This is an optimization exercise on Yosys and OpenROAD, whose aim is small area, a short achievable clock period and few clock cycles, not a production implementation. Only simulation tests tie the RTL to the original design; equivalence was not proved. The clock port is modelled as an ideal driver, which makes a skipped or thinned clock tree look cheaper than it is; a real chip needs a root buffer or a tree.

==> inputs of indigo <==
Design axi4_lite_system, start of the top module:
module axi4_lite_system (
    input  wire        clk,
    input  wire        resetn,
    input  wire        usr_write_req,
    input  wire        usr_read_req,
    input  wire [31:0] usr_araddr,
    input  wire [31:0] usr_awaddr,
    input  wire [31:0] usr_wdata,
    input  wire [3:0]  usr_wstrb,
    output wire [31:0] usr_rdata,
    output wire        usr_wr_busy,
    output wire        usr_wr_done,
    output wire [1:0]  usr_wr_resp,
    output wire        usr_rd_busy,
    output wire        usr_rd_done,
    output wire [1:0]  usr_rd_resp
);
==> module axi4_lite_system, before the edit <==
module axi4_lite_system (
    input  wire        clk,
    input  wire        resetn,
    input  wire        usr_write_req,
    input  wire        usr_read_req,
    input  wire [31:0] usr_araddr,
    input  wire [31:0] usr_awaddr,
    input  wire [31:0] usr_wdata,
    input  wire [3:0]  usr_wstrb,
    output wire [31:0] usr_rdata,
    output wire        usr_wr_busy,
    output wire        usr_wr_done,
    output wire [1:0]  usr_wr_resp,
    output wire        usr_rd_busy,
    output wire        usr_rd_done,
    output wire [1:0]  usr_rd_resp
);
    reg [31:0] slv_reg0, slv_reg1, slv_reg2, slv_reg3;
    reg [31:0] rdata;
    reg        wr_done, rd_done;
    reg        wr_err, rd_err;
    wire aw_ok = (usr_awaddr[1:0] == 2'b00);
    wire [31:0] wdata_r = usr_wdata & {32{resetn}};
    wire [3:0]  aw_lo_zero;
    wire [3:0]  aw_reg;
    wire [3:0]  req_strb;
    wire [15:0] lane_en;
    axi_dec2 u_aw_dec (.a0(usr_awaddr[2]), .a1(usr_awaddr[3]), .d(aw_reg));
    genvar r, b;
    generate
        for (b = 0; b < 4; b = b + 1) begin : g_strb
            axi_and2 u_req_strb (.a(usr_write_req), .b(usr_wstrb[b]), .y(req_strb[b]));
        end
        for (r = 0; r < 4; r = r + 1) begin : g_reg
            axi_nor2 u_aw_lo (.a(usr_awaddr[0]), .b(usr_awaddr[1]), .y(aw_lo_zero[r]));
            for (b = 0; b < 4; b = b + 1) begin : g_lane
                axi_lane u_lane (.ok(aw_lo_zero[r]), .sel(aw_reg[r]), .strb(req_strb[b]),
                                 .resetn(resetn), .en(lane_en[4*r+b]));
            end
        end
    endgenerate
    always @(posedge clk) begin
        if (lane_en[0])  slv_reg0[7:0]   <= wdata_r[7:0];
        if (lane_en[1])  slv_reg0[15:8]  <= wdata_r[15:8];
        if (lane_en[2])  slv_reg0[23:16] <= wdata_r[23:16];
        if (lane_en[3])  slv_reg0[31:24] <= wdata_r[31:24];
        if (lane_en[4])  slv_reg1[7:0]   <= wdata_r[7:0];
        if (lane_en[5])  slv_reg1[15:8]  <= wdata_r[15:8];
        if (lane_en[6])  slv_reg1[23:16] <= wdata_r[23:16];
        if (lane_en[7])  slv_reg1[31:24] <= wdata_r[31:24];
        if (lane_en[8])  slv_reg2[7:0]   <= wdata_r[7:0];
        if (lane_en[9])  slv_reg2[15:8]  <= wdata_r[15:8];
        if (lane_en[10]) slv_reg2[23:16] <= wdata_r[23:16];
        if (lane_en[11]) slv_reg2[31:24] <= wdata_r[31:24];
        if (lane_en[12]) slv_reg3[7:0]   <= wdata_r[7:0];
        if (lane_en[13]) slv_reg3[15:8]  <= wdata_r[15:8];
        if (lane_en[14]) slv_reg3[23:16] <= wdata_r[23:16];
        if (lane_en[15]) slv_reg3[31:24] <= wdata_r[31:24];
    end
    wire [15:0] rsel;
    wire [3:0]  ar_ok;
    wire        ar_valid = ar_ok[0];
    wire [31:0] rdata_d;
    genvar i;
    generate
        for (i = 0; i < 4; i = i + 1) begin : g_rsel
            axi_rsel u_rsel (.a(usr_araddr[3:0]), .sel(rsel[4*i +: 4]), .ok(ar_ok[i]));
        end
        for (i = 0; i < 32; i = i + 1) begin : g_rbit
            axi_rbit #(.BAD(((32'hDEADDEAD >> i) & 1) != 0)) u_rbit (
                .sel(rsel[4*(i/8) +: 4]), .ok(ar_ok[i/8]),
                .r({slv_reg3[i], slv_reg2[i], slv_reg1[i], slv_reg0[i]}),
                .d(rdata_d[i]));
        end
    endgenerate
    always @(posedge clk) rdata <= rdata_d;
    always @(posedge clk) begin
        wr_err <= ~aw_ok;
        rd_err <= ~ar_valid;
    end
    always @(posedge clk) begin
        wr_done <= usr_write_req & resetn;
        rd_done <= usr_read_req & resetn;
    end
    assign usr_rdata   = rdata;
    assign usr_wr_busy = wr_done;
    assign usr_wr_done = wr_done;
    assign usr_wr_resp = {2{wr_err}};
    assign usr_rd_busy = rd_done;
    assign usr_rd_done = rd_done;
    assign usr_rd_resp = {2{rd_err}};
endmodule
==> module axi_dec2, before the edit <==
module axi_dec2 (input wire a0, input wire a1, output wire [3:0] d);
    assign d[0] = ~a1 & ~a0;
    assign d[1] = ~a1 &  a0;
    assign d[2] =  a1 & ~a0;
    assign d[3] =  a1 &  a0;
endmodule
==> module axi_and2, before the edit <==
module axi_and2 (input wire a, input wire b, output wire y);
    assign y = a & b;
endmodule
==> module axi_rsel, before the edit <==
module axi_rsel (input wire [3:0] a, output wire [3:0] sel, output wire ok);
    wire [3:0] d;
    axi_nor2 u_ok  (.a(a[1]), .b(a[0]), .y(ok));
    axi_dec2 u_dec (.a0(a[2]), .a1(a[3]), .d(d));
    genvar k;
    generate
        for (k = 0; k < 4; k = k + 1) begin : g_sel
            axi_and2 u_sel (.a(ok), .b(d[k]), .y(sel[k]));
        end
    endgenerate
endmodule
clock: 3.0 ns
lec_check: 0
cap_margin: 20
core_margin: 2
core_utilization: 65
place_density: 0.85
slew_margin: 20
synth_hierarchical: 1
synth_minimum_keep_size: 0
standard.sh (not shown) runs the stock make flow with config.mk's settings and CLKGATE_MAP_FILE= SYNTH_SCRIPT=/design/flow/synth_recipe.tcl, a recipe that flattens the netlist after the stock synthesis.
==> flow/flow/run.sh <==
#!/bin/bash
# Own layout flow: the standard ORFS flow (standard.sh) with four changes,
# all made through ORFS's documented hooks and variables:
#  - ports are buffered with the smallest buffer (buf_1); repair sizes them up
#    where the timing needs it;
#  - after floorplan, every combinational cell from synthesis is set to its
#    smallest drive strength (downsize.tcl), so that only cells on slow paths
#    are sized up later;
#  - the clock tree is built by hand (mycts.tcl): the clock port drives four
#    clkbuf_8, each driving one quarter of the flip-flops, clustered by
#    position; every flip-flop sits one buffer from the port;
#  - after CTS, repair_timing sizes up cells on paths with less than
#    MY_SETUP_MARGIN ns of slack (post_cts.tcl).
# Each tool's output is in orfs/logs/ (one log per step); make's own output
# goes to flow_make.log.
set -euo pipefail
HERE=$(pwd)
export BUFFER_PORTS_ARGS="-buffer_cell sky130_fd_sc_hd__buf_1"
export POST_FLOORPLAN_TCL=$HERE/flow/downsize.tcl
export PRE_CTS_TCL=$HERE/flow/mycts.tcl
export POST_CTS_TCL=$HERE/flow/post_cts.tcl
export CLK_NBUF=6
export CLK_NROOT=2
export CLK_ROOT_BUF=sky130_fd_sc_hd__clkbuf_16
export CLK_BUF=sky130_fd_sc_hd__clkbuf_16
export MY_MARGIN_DELTA=0.04
export OUT_FF_MULTI=sky130_fd_sc_hd__dfxtp_2
export OUT_BUF=sky130_fd_sc_hd__buf_4
export MY_SEQUENCE=sizeup
bash standard.sh finish > flow_make.log 2>&1
==> flow/flow/post_cts.tcl <==
set_propagated_clock [all_clocks]
set out_insts {}
foreach bterm [[ord::get_db_block] getBTerms] {
  if {[$bterm getIoType] ne "OUTPUT"} continue
  foreach it [[$bterm getNet] getITerms] {
    if {![$it isOutputSignal]} continue
    set buf [$it getInst]
    if {[info exists ::env(OUT_BUF)] && [string match "*buf_*" [[$buf getMaster] getName]]} {
      replace_cell [$buf getName] $::env(OUT_BUF)
    }
    lappend out_insts $buf
    foreach bit [$buf getITerms] {
      if {![$bit isInputSignal]} continue
      foreach dit [[$bit getNet] getITerms] {
        if {[$dit isOutputSignal]} { lappend out_insts [$dit getInst] }
      }
    }
  }
}
# A flip-flop that drives more than one output buffer gets OUT_FF_MULTI.
set out_insts [lsort -unique $out_insts]
if {[info exists ::env(OUT_FF_MULTI)]} {
  foreach inst $out_insts {
    if {![string match "*dfxtp_1" [[$inst getMaster] getName]]} continue
    set n 0
    foreach it [$inst getITerms] {
      if {[$it isOutputSignal]} { set n [expr {[llength [[$it getNet] getITerms]] - 1}] }
    }
    if {$n > 1} {
      replace_cell [$inst getName] $::env(OUT_FF_MULTI)
      puts "post_cts: [$inst getName] drives $n, set to $::env(OUT_FF_MULTI)"
    }
  }
}
set out_cells {}
foreach inst $out_insts {
  lappend out_cells [get_cells [string map {[ \[ ] \]} [$inst getName]]]
}
puts "post_cts: [llength $out_cells] output-side cells held"
if {[info exists ::env(MY_MARGIN_DELTA)]} {
  estimate_parasitics -placement
  puts "post_cts: before ws [worst_slack -max] area [rsz::design_area]"
  # The output paths set the period; size up only the input-side paths that
  # are slower than them (plus MY_MARGIN_DELTA ns).
  set out_path [find_timing_paths -to [all_outputs] -sort_by_slack -group_path_count 1]
  set margin [expr {[get_property $out_path slack] + $::env(MY_MARGIN_DELTA)}]
  puts "post_cts: output paths' slack [get_property $out_path slack], margin $margin"
  set_dont_touch $out_cells
  repair_timing -setup -setup_margin $margin -sequence $::env(MY_SEQUENCE) -skip_last_gasp
  unset_dont_touch $out_cells
  estimate_parasitics -placement
  puts "post_cts: after ws [worst_slack -max] area [rsz::design_area]"
}
detailed_placement
Other scripts of this flow, unchanged in this note and not shown: flow/flow/downsize.tcl, flow/flow/mycts.tcl
==> harbor (differences from indigo) <==
--- a/flow/design.v
+++ b/flow/design.v
@@ -22,19 +22,15 @@
     wire aw_ok = (usr_awaddr[1:0] == 2'b00);
     wire [31:0] wdata_r = usr_wdata & {32{resetn}};
     wire [3:0]  aw_lo_zero;
-    wire [3:0]  aw_reg;
-    wire [3:0]  req_strb;
+    wire [3:0]  wsel_q;
     wire [15:0] lane_en;
-    axi_dec2 u_aw_dec (.a0(usr_awaddr[2]), .a1(usr_awaddr[3]), .d(aw_reg));
+    axi_wsel u_wsel  (.req(usr_write_req), .a2(usr_awaddr[2]), .a3(usr_awaddr[3]), .q(wsel_q));
     genvar r, b;
     generate
-        for (b = 0; b < 4; b = b + 1) begin : g_strb
-            axi_and2 u_req_strb (.a(usr_write_req), .b(usr_wstrb[b]), .y(req_strb[b]));
-        end
         for (r = 0; r < 4; r = r + 1) begin : g_reg
             axi_nor2 u_aw_lo (.a(usr_awaddr[0]), .b(usr_awaddr[1]), .y(aw_lo_zero[r]));
             for (b = 0; b < 4; b = b + 1) begin : g_lane
-                axi_lane u_lane (.ok(aw_lo_zero[r]), .sel(aw_reg[r]), .strb(req_strb[b]),
+                axi_lane u_lane (.ok(aw_lo_zero[r]), .sel(wsel_q[r]), .strb(usr_wstrb[b]),
                                  .resetn(resetn), .en(lane_en[4*r+b]));
             end
         end
@@ -93,29 +89,22 @@
 module axi_nor2 (input wire a, input wire b, output wire y);
     assign y = ~(a | b);
 endmodule
-module axi_dec2 (input wire a0, input wire a1, output wire [3:0] d);
-    assign d[0] = ~a1 & ~a0;
-    assign d[1] = ~a1 &  a0;
-    assign d[2] =  a1 & ~a0;
-    assign d[3] =  a1 &  a0;
-endmodule
-module axi_and2 (input wire a, input wire b, output wire y);
-    assign y = a & b;
+module axi_wsel (input wire req, input wire a2, input wire a3, output wire [3:0] q);
+    assign q[0] = req & ~a3 & ~a2;
+    assign q[1] = req & ~a3 &  a2;
+    assign q[2] = req &  a3 & ~a2;
+    assign q[3] = req &  a3 &  a2;
 endmodule
 module axi_lane (input wire ok, input wire sel, input wire strb, input wire resetn,
                  output wire en);
     assign en = ~resetn | (ok & sel & strb);
 endmodule
 module axi_rsel (input wire [3:0] a, output wire [3:0] sel, output wire ok);
-    wire [3:0] d;
-    axi_nor2 u_ok  (.a(a[1]), .b(a[0]), .y(ok));
-    axi_dec2 u_dec (.a0(a[2]), .a1(a[3]), .d(d));
-    genvar k;
-    generate
-        for (k = 0; k < 4; k = k + 1) begin : g_sel
-            axi_and2 u_sel (.a(ok), .b(d[k]), .y(sel[k]));
-        end
-    endgenerate
+    assign ok     = ~(a[1] | a[0]);
+    assign sel[0] = ok & ~a[3] & ~a[2];
+    assign sel[1] = ok & ~a[3] &  a[2];
+    assign sel[2] = ok &  a[3] & ~a[2];
+    assign sel[3] = ok &  a[3] &  a[2];
 endmodule
 module axi_rbit #(parameter BAD = 1'b0) (
     input  wire [3:0] sel,
--- a/flow/flow/run.sh
+++ b/flow/flow/run.sh
@@ -23,8 +23,7 @@
 export CLK_NROOT=2
 export CLK_ROOT_BUF=sky130_fd_sc_hd__clkbuf_16
 export CLK_BUF=sky130_fd_sc_hd__clkbuf_16
-export MY_MARGIN_DELTA=0.04
-export OUT_FF_MULTI=sky130_fd_sc_hd__dfxtp_2
-export OUT_BUF=sky130_fd_sc_hd__buf_4
+export MY_SETUP_MARGIN=1.85
+export OUT_BUF=sky130_fd_sc_hd__buf_2
 export MY_SEQUENCE=sizeup
 bash standard.sh finish > flow_make.log 2>&1
==> flow/flow/post_cts.tcl (replaced) <==
set_propagated_clock [all_clocks]
set out_cells {}
foreach port [get_ports -filter "direction==output"] {
  foreach pin [get_pins -of_objects [get_nets -of_objects $port] -filter "direction==output"] {
    set buf [get_cells -of_objects $pin]
    if {[info exists ::env(OUT_BUF)] && [string match "*buf_*" [get_property $buf ref_name]]} {
      replace_cell [get_property $buf full_name] $::env(OUT_BUF)
    }
    lappend out_cells $buf
    foreach in [get_pins -of_objects $buf -filter "direction==input"] {
      foreach drv [get_pins -of_objects [get_nets -of_objects $in] -filter "direction==output"] {
        lappend out_cells [get_cells -of_objects $drv]
      }
    }
  }
}
if {[info exists ::env(MY_SETUP_MARGIN)]} {
  estimate_parasitics -placement
  puts "post_cts: before ws [worst_slack -max] area [rsz::design_area]"
  set_dont_touch $out_cells
  repair_timing -setup -setup_margin $::env(MY_SETUP_MARGIN) -sequence $::env(MY_SEQUENCE) -skip_last_gasp
  unset_dont_touch $out_cells
  estimate_parasitics -placement
  puts "post_cts: after ws [worst_slack -max] area [rsz::design_area]"
}
detailed_placement
==> qor summary <==
| metric | harbor | indigo |
|---|---|---|
| Instance area after placement | 0.006349 mm^2 | 0.006326 mm^2 |
| Count of unique library cells instantiated by Yosys | 17 | 14 |
| Half-perimeter wire length after detailed placement | 7084 um | 7192 um |
| Routability congestion estimate | 0.7480 | 0.7620 |
| Synthesized area divided by synthesized cell count | 16.96 um^2 | 16.27 um^2 |
| Top cell type by total area after synthesis | edfxtp_1 | edfxtp_1 |
| Number of port buffers | 87 | 87 |
| Post-place setup slack | 0.9148 ns | 0.7482 ns |
| Cells after Synth | 365 | 385 |
| Fraction of the mapped netlist area in simple logic gates | 12.31% | 13.34% |
| Initial cell density of the core | 67.00% | 67.48% |
| Die X-Extent | 101.6 um | 102.2 um |
| Area share of the leading cell type in the synthesized netlist | 62.09% | 61.35% |
| Synthesized Nets | 469 | 489 |
| Syn Std Cell Area | 0.006191 mm^2 | 0.006265 mm^2 |
| Adder-cell area share of the yosys netlist | 0% | 0% |
| Height of the die | 101.6 um | 102.2 um |
| Run status | stopped before the end | no timing/DRC/antenna violations |
| Failing step | clock tree synthesis | - |
| Post-synthesis sequential area ratio | 73.73% | 72.86% |
| Cell Count Post-Placement | 585 | 593 |
| Fraction of the mapped netlist area in compound gates | 12.93% | 12.78% |
Testbench counts of indigo, summed over its fixed seeds: cycles 2,400.
Testbench counts of harbor, summed over its fixed seeds: cycles 2,400.
The clock cells of indigo come from the design's own scripts or RTL, not from TritonCTS.

-- what the ideal ports hide --
No port has a modelled driver above. Below, the same layout with a new extraction and two added sets of constraints.
Step 1: set_driving_cell puts a clkbuf_16 on clk and a buf_2 on each other input, an assumption about the parent block.
Step 2 adds t to the input delays and takes it off the output delays; t is the mean of the earliest and latest rising clock arrival at the registers after step 1. Input paths then give back, and output paths get back, about the clock's delay inside the block.
Three values: ideal ports, drivers, drivers and shift; two values: the first two.
run: indigo
t (ns): 0.352
slack for setup (ns): 1.558 / 1.564 / 1.212
latest minus earliest clock arrival (ns): 0.018 / 0.018
pins driven straight from the clock port: 2
After both steps indigo still meets setup and hold. For indigo, drivers alone change the setup slack by +0.006 ns; drivers and shift together by -0.346 ns.
